From an optimization exercise on the open Yosys and OpenROAD flow, aimed at small area; shortcuts taken in it are not production practice.
Only simulation tests tie the RTL to the original design; equivalence was not proved.
Power is estimated from default activity; no workload was simulated.

## v39
Design top_freq_test, start of the top module:
module top_freq_test (
    input wire         clk        ,
    input wire         rst_n      ,
    input wire         pulse_sig_1,
    input wire         pulse_sig_2,
    input wire         pulse_sig_3,
    input wire         pulse_sig_4,
    output wire [19:0] freq_out_1 ,
    output wire [19:0] freq_out_2 ,
    output wire [19:0] freq_out_3 ,
    output wire [19:0] freq_out_4
);
wire [18:0] f1, f2, f3, f4;
assign freq_out_1 = {1'b0, f1};
assign freq_out_2 = {1'b0, f2};
assign freq_out_3 = {1'b0, f3};
assign freq_out_4 = {1'b0, f4};
freq_detector u_freq_detector_0(.clk(clk), .rst_n(rst_n), .pulse_in(pulse_sig_1), .freq(f1));
freq_detector u_freq_detector_1(.clk(clk), .rst_n(rst_n), .pulse_in(pulse_sig_2), .freq(f2));
freq_detector u_freq_detector_2(.clk(clk), .rst_n(rst_n), .pulse_in(pulse_sig_3), .freq(f3));
freq_detector u_freq_detector_3(.clk(clk), .rst_n(rst_n), .pulse_in(pulse_sig_4), .freq(f4));
endmodule
export LEC_CHECK = 0
export CAP_MARGIN = 20
export CORE_MARGIN = 2
export CORE_UTILIZATION = 40
export SLEW_MARGIN = 20
create_clock -name core_clock -period 100.0 [get_ports {clk}]
standard.sh (not shown) runs the stock make flow with config.mk's settings and CLKGATE_MAP_FILE= SYNTH_SCRIPT=/design/flow/synth_recipe.tcl, a recipe that flattens the netlist after the stock synthesis.
==> flow/flow/run.sh <==
#!/bin/bash
# Standard ORFS layout (the standard.sh, unchanged synthesis) with two
# changes: ports are buffered with the small sky130 buf_1 instead of the
# default pick, and clock tree synthesis uses small clock buffers and no
# dummy loads.
set -euo pipefail
export BUFFER_PORTS_ARGS="-buffer_cell sky130_fd_sc_hd__buf_1"
export CTS_ARGS="-sink_clustering_enable -repair_clock_nets -dont_use_dummy_load -buf_list {sky130_fd_sc_hd__clkbuf_4 sky130_fd_sc_hd__clkbuf_8}"
bash standard.sh > standard.log 2>&1
v39 completed end to end with timing, DRC and antenna clean.
Relative to v39, the following input files were edited for v35:
--- a/flow/flow/run.sh
+++ b/flow/flow/run.sh
@@ -7,3 +7,3 @@
 export BUFFER_PORTS_ARGS="-buffer_cell sky130_fd_sc_hd__buf_1"
-export CTS_ARGS="-sink_clustering_enable -repair_clock_nets -dont_use_dummy_load -buf_list {sky130_fd_sc_hd__clkbuf_4 sky130_fd_sc_hd__clkbuf_8}"
+export CTS_ARGS="-sink_clustering_enable -repair_clock_nets -dont_use_dummy_load -buf_list sky130_fd_sc_hd__clkbuf_4 sky130_fd_sc_hd__clkbuf_8"
 bash standard.sh > standard.log 2>&1
Notes after the runs:
Every stage of the flow completed for v39, and the final layout passed the timing, design-rule and antenna checks.
v35: aborted in 4_1_cts (tool error)
Diff v39..v35 | placed instance count | unchanged
v39 -> v35: cell row count delta 0, exact match
There was hardly any difference in worst slack at placement between v35 and v39.
Sequential share of the synthesized area came out exactly the same in v39 and v35.
### v35 -> v31
Settings: putting CTS_BUF_LIST at sky130_fd_sc_hd__clkbuf_4 sky130_fd_sc_hd__clkbuf_8 where nothing was set.
==> flow/run.sh (new file) <==
#!/bin/bash
# synth_recipe.tcl (not shown) runs the flow's synth.tcl, then flattens the netlist and writes it again
# the make line also repeats each setting of config.mk as NAME=value (left out here)
make -C /OpenROAD-flow-scripts/flow DESIGN_CONFIG=/design/flow/config.mk WORK_HOME=/design/flow/orfs CLKGATE_MAP_FILE= SYNTH_SCRIPT=/design/flow/synth_recipe.tcl finish
removed: flow/flow/run.sh
removed: flow/standard.sh
v31 finished end to end and its layout was clean on timing, DRC and antenna. In the reports for v35 and v31, the smaller cell area after placement belongs to v35. v31 -> v35: die width delta 0, exact match. v31 vs. v35: mux cell area share after synthesis barely changed, worst setup timing slack at the placement stage moved down.
What v50 does differently from v31 at the input level:
Settings: CAP_MARGIN changed from 20 to 0; CORE_UTILIZATION changed from 40 to 70; CTS_BUF_LIST removed (was sky130_fd_sc_hd__clkbuf_4 sky130_fd_sc_hd__clkbuf_8); SLEW_MARGIN changed from 20 to 0.
==> flow/flow/run.sh (new file) <==
#!/bin/bash
# Standard ORFS layout (the standard.sh, unchanged synthesis) with two
# changes: ports are buffered with the small sky130 buf_1 instead of the
# default pick, and clock tree synthesis uses larger sink clusters, clkbuf_16 leaf buffers (clkbuf_4 above them)
# buffers and no dummy loads.
set -euo pipefail
export BUFFER_PORTS_ARGS="-buffer_cell sky130_fd_sc_hd__buf_1"
export CTS_ARGS="-sink_clustering_enable -repair_clock_nets -dont_use_dummy_load -sink_clustering_size 25 -sink_clustering_max_diameter 80 -buf_list {sky130_fd_sc_hd__clkbuf_16} -tree_buf sky130_fd_sc_hd__clkbuf_4 -root_buf sky130_fd_sc_hd__clkbuf_4"
bash standard.sh > standard.log 2>&1
==> flow/standard.sh (new file) <==
#!/bin/bash
# synth_recipe.tcl (not shown) runs the flow's synth.tcl, then flattens the netlist and writes it again
# the make line also repeats each setting of config.mk as NAME=value (left out here)
make -C /OpenROAD-flow-scripts/flow DESIGN_CONFIG=/design/flow/config.mk WORK_HOME=/design/flow/orfs CLKGATE_MAP_FILE= SYNTH_SCRIPT=/design/flow/synth_recipe.tcl "${@:-finish}"
removed: flow/run.sh
Findings:
v31 reports its highest metal layer with signal wires as met4 while v50 reports met5.
Time the worst path needs with I/O delays and setup, v50 and v31: higher on v31
Post-route cell area, v50 and v31, lower one = v50.
Compared with v31, v50 shows a lower count of clock-buffer cells in the layout.
v50 vs. v31: combinational fraction of design power +6.1 points; utilization has increased; switching part of the total now sits higher; part of the total power dissipated in the clock network went down 9.0 points; clock-pin slew reported for the worst setup and hold paths after clock tree synthesis increased 40 ps.
## Diff of input files: v26 against v50
Settings: changing SLEW_MARGIN from 0 to 20; changing CAP_MARGIN from 0 to 20; changing CORE_UTILIZATION from 70 to 40.
==> flow/flow/run.sh <==
#!/bin/bash
# Standard ORFS layout (the standard.sh, unchanged synthesis) with two
# changes: ports are buffered with the small sky130 buf_1 instead of the
# default pick, and clock tree synthesis uses larger sink clusters, clkbuf_8 and clkbuf_16
# buffers and no dummy loads.
set -euo pipefail
export BUFFER_PORTS_ARGS="-buffer_cell sky130_fd_sc_hd__buf_1"
export CTS_ARGS="-sink_clustering_enable -repair_clock_nets -dont_use_dummy_load -sink_clustering_size 20 -sink_clustering_max_diameter 60 -buf_list {sky130_fd_sc_hd__clkbuf_8 sky130_fd_sc_hd__clkbuf_16}"
bash standard.sh > standard.log 2>&1
Findings:
- v50 has higher via count than v26.
- Sort v26 and v50 by initial cell density of the core desc -> top: v50
- Going from v50 to v26, clock buffer and inverter area fraction after layout shows an increase of 1.7 points; power rose about 7%.
Input-level comparison between v25 and v26:
Settings: a change of SLEW_MARGIN from 20 to 5; a change of CAP_MARGIN from 20 to 5.
==> flow/flow/run.sh <==
#!/bin/bash
# Standard ORFS layout (the standard.sh, unchanged synthesis) with two
# changes: ports are buffered with the small sky130 buf_1 instead of the
# default pick, and clock tree synthesis uses larger sink clusters, clkbuf_16 leaf buffers (clkbuf_4 above them)
# buffers and no dummy loads.
set -euo pipefail
export BUFFER_PORTS_ARGS="-buffer_cell sky130_fd_sc_hd__buf_1"
export CTS_ARGS="-sink_clustering_enable -repair_clock_nets -dont_use_dummy_load -sink_clustering_size 25 -sink_clustering_max_diameter 80 -buf_list {sky130_fd_sc_hd__clkbuf_16} -tree_buf sky130_fd_sc_hd__clkbuf_4 -root_buf sky130_fd_sc_hd__clkbuf_4"
bash standard.sh > standard.log 2>&1
### Flow results
- v25 against v26: via count now sits lower; logic depth of the worst path, buffers included stayed essentially flat; total power of the final layout went down about 4.6%; final setup slack of the worst path grew by 290 ps; average via count per standard cell saw a decrease.

==> separate check: timing with driven ports <==
In the flow no input, the clock included, has a driving cell. The finished layouts below were timed again as built, in two steps. Step 1 (the two cells are an assumption about what drives the block):
set clk [get_ports {clk}]
set_driving_cell -lib_cell sky130_fd_sc_hd__clkbuf_16 $clk
set_driving_cell -lib_cell sky130_fd_sc_hd__buf_2 [delete_from_list [all_inputs] $clk]
Step 2 also shifts input and output timing later by t, the mid clock arrival at the registers, as if the neighbouring blocks saw the same clock. a / b / c = ideal ports / drivers / drivers and shift; a / b = the first two.
run | t, ns | setup slack, ns | worst setup path after step 2 | latest minus earliest clock arrival (ns) | cell pins on the clock port's net
v39 | 0.673 | 72.371 / 72.398 / 71.725 | input to register | 0.032 / 0.032 | 1
v31 | 0.692 | 71.921 / 71.948 / 71.256 | input to register | 0.040 / 0.040 | 1
v50 | 0.851 | 72.445 / 72.466 / 71.615 | input to register | 0.105 / 0.104 | 1
v26 | 0.583 | 72.295 / 72.325 / 71.743 | input to register | 0.057 / 0.057 | 1
v25 | 0.911 | 72.588 / 72.614 / 71.704 | input to register | 0.046 / 0.045 | 1
After both steps setup and hold are still met in every run listed. The setup slack of v25, which loses most, moves by +0.026 ns with the drivers and by -0.884 ns with both steps.
